This is an optimization exercise on Yosys and OpenROAD, whose aim is small area, a short achievable clock period and few clock cycles, not a production implementation.
At most, simulation tests tie the RTL to the original design; equivalence was not proved.
Power and IR drop assume default switching activity.

Design top_arrhythmia, start of the top module:
module top_arrhythmia #(parameter BITSIZE = 16) (
    input wire  clk,
    input wire  reset,
    input wire  [BITSIZE*10-1:0]   x,
    output wire [BITSIZE*6-1:0]    out_intermediate,
    output wire [BITSIZE*1-1:0] out_zvar,
    output wire [BITSIZE*1-1:0] out_zmean,
    output wire [BITSIZE*1-1:0] out_sampling,
    output wire [BITSIZE*6-1:0]    out_hidden_classifier,
    output wire [BITSIZE*2-1:0]    y,
    output wire done_flag_out
);
    reg [5:0] tr;
    reg       done;
    reg [24:0] osel;
    function [24:0] srcdec(input [5:0] t);
        begin
            srcdec = 25'd0;
            case (t)
                6'd0: srcdec[0] = 1'b1;
                6'd1: srcdec[1] = 1'b1;
                6'd2: srcdec[2] = 1'b1;
                6'd3: srcdec[3] = 1'b1;
                6'd4: srcdec[4] = 1'b1;
                6'd5: srcdec[5] = 1'b1;
                6'd6: srcdec[6] = 1'b1;
                6'd7: srcdec[7] = 1'b1;
                6'd8: srcdec[8] = 1'b1;
                6'd9: srcdec[9] = 1'b1;
                6'd10: srcdec[0] = 1'b1;
                6'd11: srcdec[1] = 1'b1;
                6'd12: srcdec[2] = 1'b1;
  ...
For scale: roughly 4800 cells after synthesis, roughly 450 flip-flops, about 34000 um^2 of cells after synthesis.
export LEC_CHECK = 0
export ABC_AREA = 1
export CAP_MARGIN = 20
export CORE_MARGIN = 2
export CORE_UTILIZATION = 40
export PLACE_DENSITY = 0.6
export SLEW_MARGIN = 20
create_clock -name core_clock -period 12.0 [get_ports {clk}]
standard.sh (not shown) runs the stock make flow with config.mk's settings and CLKGATE_MAP_FILE= SYNTH_SCRIPT=/design/flow/synth_recipe.tcl, a recipe that flattens the netlist after the stock synthesis.
==> flow/flow/run.sh <==
#!/bin/bash
# The standard layout (standard synthesis, floorplan, placement, CTS,
# routing) with two changes to how it is made; the SDC, the synthesis and
# every other step are the standard flow's own:
#  - ORFS's setup repair aims at a shorter period than the constraint's:
#    repair_timing gets a setup margin of flow/margin ns;
#  - the port buffers that buffer_ports inserts on every input and output
#    are sky130_fd_sc_hd__buf_1 (resized later as timing needs).
set -euo pipefail
export SETUP_SLACK_MARGIN=$(cat flow/margin)
export BUFFER_PORTS_ARGS="-buffer_cell sky130_fd_sc_hd__buf_1"
bash standard.sh > flow_standard.log 2>&1
==> flow/flow/margin <==
8.4
Testbench counts at the start, summed over its fixed seeds: cycles 60,000.
Rerun with:
--- a/flow/flow/run.sh
+++ b/flow/flow/run.sh
@@ -6,7 +6,7 @@
 #    repair_timing gets a setup margin of flow/margin ns;
 #  - the port buffers that buffer_ports inserts on every input and output
-#    are sky130_fd_sc_hd__buf_1 (resized later as timing needs).
+#    are sky130_fd_sc_hd__buf_2 (resized later as timing needs).
 set -euo pipefail
 export SETUP_SLACK_MARGIN=$(cat flow/margin)
-export BUFFER_PORTS_ARGS="-buffer_cell sky130_fd_sc_hd__buf_1"
+export BUFFER_PORTS_ARGS="-buffer_cell sky130_fd_sc_hd__buf_2"
 bash standard.sh > flow_standard.log 2>&1
==> flow/flow/margin (replaced) <==
8.3
- CORE_UTILIZATION: 40 -> 50
- PLACE_DENSITY: 0.6 -> 0.7
=> Clock power falls by about 6%; first-iteration DRC count is higher by 23%; via count went up by about 1.4%; clock-buffer cell count drops by 5; critical path depth fell by 1; setup slack loses 17 ps; core utilization went up by 10 points; die area fell by about 20%.
Rerun with:
--- a/flow/flow/run.sh
+++ b/flow/flow/run.sh
@@ -6,7 +6,7 @@
 #    repair_timing gets a setup margin of flow/margin ns;
 #  - the port buffers that buffer_ports inserts on every input and output
-#    are sky130_fd_sc_hd__buf_2 (resized later as timing needs).
+#    are sky130_fd_sc_hd__buf_1 (resized later as timing needs).
 set -euo pipefail
 export SETUP_SLACK_MARGIN=$(cat flow/margin)
-export BUFFER_PORTS_ARGS="-buffer_cell sky130_fd_sc_hd__buf_2"
+export BUFFER_PORTS_ARGS="-buffer_cell sky130_fd_sc_hd__buf_1"
 bash standard.sh > flow_standard.log 2>&1
- CORE_UTILIZATION: 50 -> 60
- PLACE_DENSITY: 0.7 -> 0.8
After rerunning:
- sequential cell count stays the same
- clock-buffer cell count came out lower by 5
- via count climbs by 2.5%
- hold slack barely changes
- critical path depth stays the same
- die area goes down by 16%
- wire length goes down by 1.6%
Rerun with:
- ABC_AREA: 1 -> not set
- ABC_CLOCK_PERIOD_IN_PS: not set -> 3000
- CORE_UTILIZATION: 60 -> 40
- PLACE_DENSITY: 0.8 -> 0.6
- setup slack is better by 52 ps
- wire length came out higher by 3.4%
- power came out higher by 14%
- first-iteration DRC count came out lower by 14%
- critical path depth is unchanged
- final cell count came out lower by 6.3%

* * *

Starting RTL as in the previous note.
Settings: LEC_CHECK=0, ABC_CLOCK_PERIOD_IN_PS=3000, CAP_MARGIN=20, CORE_MARGIN=2, CORE_UTILIZATION=40, PLACE_DENSITY=0.6, SLEW_MARGIN=20; clock period 12.0 ns.
==> flow/flow/run.sh <==
#!/bin/bash
# The standard layout (standard synthesis, floorplan, placement, CTS,
# routing) with two changes to how it is made; the SDC, the synthesis and
# every other step are the standard flow's own:
#  - ORFS's setup repair aims at a shorter period than the constraint's:
#    repair_timing gets a setup margin of flow/margin ns;
#  - the port buffers that buffer_ports inserts on every input and output
#    are sky130_fd_sc_hd__buf_1 (resized later as timing needs).
set -euo pipefail
export SETUP_SLACK_MARGIN=$(cat flow/margin)
export BUFFER_PORTS_ARGS="-buffer_cell sky130_fd_sc_hd__buf_1"
bash standard.sh > flow_standard.log 2>&1
==> flow/flow/margin <==
8.1
The baseline completed without violations.
Testbench counts at the start, summed over its fixed seeds: cycles 60,000.
Rerun with:
==> flow/flow/margin (replaced) <==
8.3
ABC_CLOCK_PERIOD_IN_PS = 4500   (was 3000)
The new run finished clean.
Worst setup slack gains 0.24 ns.
Combinational power increases by 3.5%.
Global-route usage rises by 0.42 points.
Hold slack stays flat.
Flip-flop and latch count does not change.
Register-to-register slack is better by 0.17 ns.
Synthesized area does not change.
Die area does not change.
Rerun with:
ABC_AREA = 1   (was default)
ABC_CLOCK_PERIOD_IN_PS = default   (was 4500)
The changed run finished clean.
Via count is higher by about 4.6%.
Clock power hardly moves.
Die area is higher by about 0.46%.
Power is lower by about 12%.
Utilization is lower by 0.47 points.
Worst setup slack gains 0.019 ns.
Worst hold slack gains 0.014 ns.
First-iteration DRC count is lower by about 20%.
Design area is lower by about 0.9%.
Rerun with:
CORE_UTILIZATION = 50   (was 40)
PLACE_DENSITY = 0.7   (was 0.6)
Clock-buffer cell count came out lower by 2. Worst hold slack loses 0.0098 ns. Final cell count went down by 4.3%. Synthesized area stays the same. Maximum frequency hardly moves. Combinational power rises by about 0.8%.

* * *

## job 389
Another version of the RTL of top_arrhythmia (not shown whole).
Size in the first run: about 4,900 cells after synthesis, roughly 420 flip-flops, about 440 I/O pins.
// top_arrhythmia
module top_arrhythmia #(parameter BITSIZE = 16) (
    input wire  clk,
    input wire  reset,
    input wire  [BITSIZE*10-1:0]   x,
    output wire [BITSIZE*6-1:0]    out_intermediate,
    output wire [BITSIZE*1-1:0] out_zvar,
    output wire [BITSIZE*1-1:0] out_zmean,
    output wire [BITSIZE*1-1:0] out_sampling,
    output wire [BITSIZE*6-1:0]    out_hidden_classifier,
    output wire [BITSIZE*2-1:0]    y,
    output wire done_flag_out
);
    reg [5:0] tr;
    reg       done;
    wire [24:0] osel = srcdec(tr);
    function [24:0] srcdec(input [5:0] t);
        begin
            srcdec = 25'd0;
            case (t)
                6'd0: srcdec[0] = 1'b1;
                6'd1: srcdec[1] = 1'b1;
                6'd2: srcdec[2] = 1'b1;
                6'd3: srcdec[3] = 1'b1;
                6'd4: srcdec[4] = 1'b1;
                6'd5: srcdec[5] = 1'b1;
                6'd6: srcdec[6] = 1'b1;
                6'd7: srcdec[7] = 1'b1;
                6'd8: srcdec[8] = 1'b1;
  ...
clock: 12.0 ns
lec_check: 0
abc_area: 1
cap_margin: 20
core_margin: 2
core_utilization: 50
place_density: 0.7
slew_margin: 20
==> flow/flow/margin <==
8.4
Scripts as last shown in full above: flow/flow/run.sh
Job 389: done, clean on timing, DRC and antenna
### job 389 -> job 3935
==> flow/flow/margin <==
8.3
--- outcome ---
- In the reports for job 389 and job 3935, the smaller global-route usage belongs to job 3935.
- [compare] base=job 389 new=job 3935: sequential power share was more or less identical; final worst slack went down by 0.066 ns.
- Diff job 389 -> job 3935: sequential share of layout area shows no meaningful change; via count shows a reduction of 458.
- The run showing the greater top achievable clock speed is job 389.
- The lower number of antenna violations at the first check in global routing of job 389 and job 3935 is in job 389.
- Routed wire in job 3935 totals less than in job 389.
- Between job 389 and job 3935, clock network fraction of total power increased.
- Diff job 389..job 3935 | number of clock-tree buffers in the layout | unchanged
Input changes introduced in job 117 (baseline for comparison: job 3935):
==> flow/flow/run.sh <==
#!/bin/bash
# The standard layout (standard synthesis, floorplan, placement, CTS,
# routing) with two changes to how it is made; the SDC, the synthesis and
# every other step are the standard flow's own:
#  - ORFS's setup repair aims at a shorter period than the constraint's:
#    repair_timing gets a setup margin of flow/margin ns;
#  - the port buffers that buffer_ports inserts on every input and output
#    are sky130_fd_sc_hd__buf_2 (resized later as timing needs).
set -euo pipefail
export SETUP_SLACK_MARGIN=$(cat flow/margin)
export BUFFER_PORTS_ARGS="-buffer_cell sky130_fd_sc_hd__buf_2"
bash standard.sh > flow_standard.log 2>&1
For average vias per placed instance, job 117 and job 3935 come out practically identical.
Changes observed in job 117 relative to job 3935: number of global-route vias before repair went up, worst hold margin went down, wire length of the first global-routing pass went up.
The following lists how job 8296 was set up differently from job 117:
==> flow/flow/margin <==
8.35
--- outcome ---
Across both runs, register-to-register slack was higher for job 8296 than for job 117. There was hardly any difference in clock network contribution to total cell area between job 117 and job 8296. Of the two values seen for start point of the critical path, tr[0] was produced by job 8296 and reset by job 117. Ratio of routed vias to standard cells delta (job 117 -> job 8296): insignificant. Between job 117 and job 8296, the sequential share of layout area does not differ in any meaningful way. Routing usage on met3: job 8296 > job 117. Compared to job 117, job 8296 has maximum clock frequency 4.5 MHz higher. Per the comparison of job 8296 with job 117, number of signal-net buffers in the layout higher; DRC violation count after routing stayed essentially flat.
No functional check of the RTL was part of any run of this note.

## port drivers added, routing unchanged
How much do the figures lean on ideal ports? The routed layouts below were timed once more, with nothing changed but the port constraints.
Step 1 assumes that a clkbuf_16 drives the clock port and a buf_2 every other input.
Step 2 times the ports against the registers' clock, not the clock port: input delays grow and output delays shrink by t, the midpoint of the rising clock arrivals with the driver on.
Slacks: ideal / step 1 / step 2; pairs: ideal / step 1.
run	t (ns)	slack for setup (ns)	clock arrival spread, ns	pins driven straight from the clock port
the first run of note 1	0.684	8.293 / 8.226 / 7.804	0.076 / 0.076	1
the second run of note 1	0.693	8.276 / 8.210 / 7.656	0.048 / 0.048	1
the third run of note 1	0.687	8.222 / 8.157 / 7.727	0.041 / 0.042	1
the fourth run of note 1	0.687	8.274 / 8.206 / 7.739	0.042 / 0.042	1
the first run of note 2	0.695	8.035 / 7.970 / 7.512	0.035 / 0.035	1
the second run of note 2	0.687	8.274 / 8.206 / 7.739	0.042 / 0.042	1
the third run of note 2	0.681	8.293 / 8.226 / 7.698	0.074 / 0.073	1
the fourth run of note 2	0.675	8.284 / 8.219 / 7.695	0.087 / 0.087	1
job 389	0.667	8.341 / 8.315 / 7.818	0.078 / 0.078	1
job 3935	0.673	8.275 / 8.214 / 7.696	0.079 / 0.079	1
job 117	0.671	8.263 / 8.221 / 7.624	0.065 / 0.065	1
job 8296	0.681	8.324 / 8.261 / 7.810	0.065 / 0.064	1
After both steps every run listed still meets setup and hold. For job 117, which loses most, drivers alone change the setup slack by -0.042 ns; drivers and shift together by -0.639 ns.
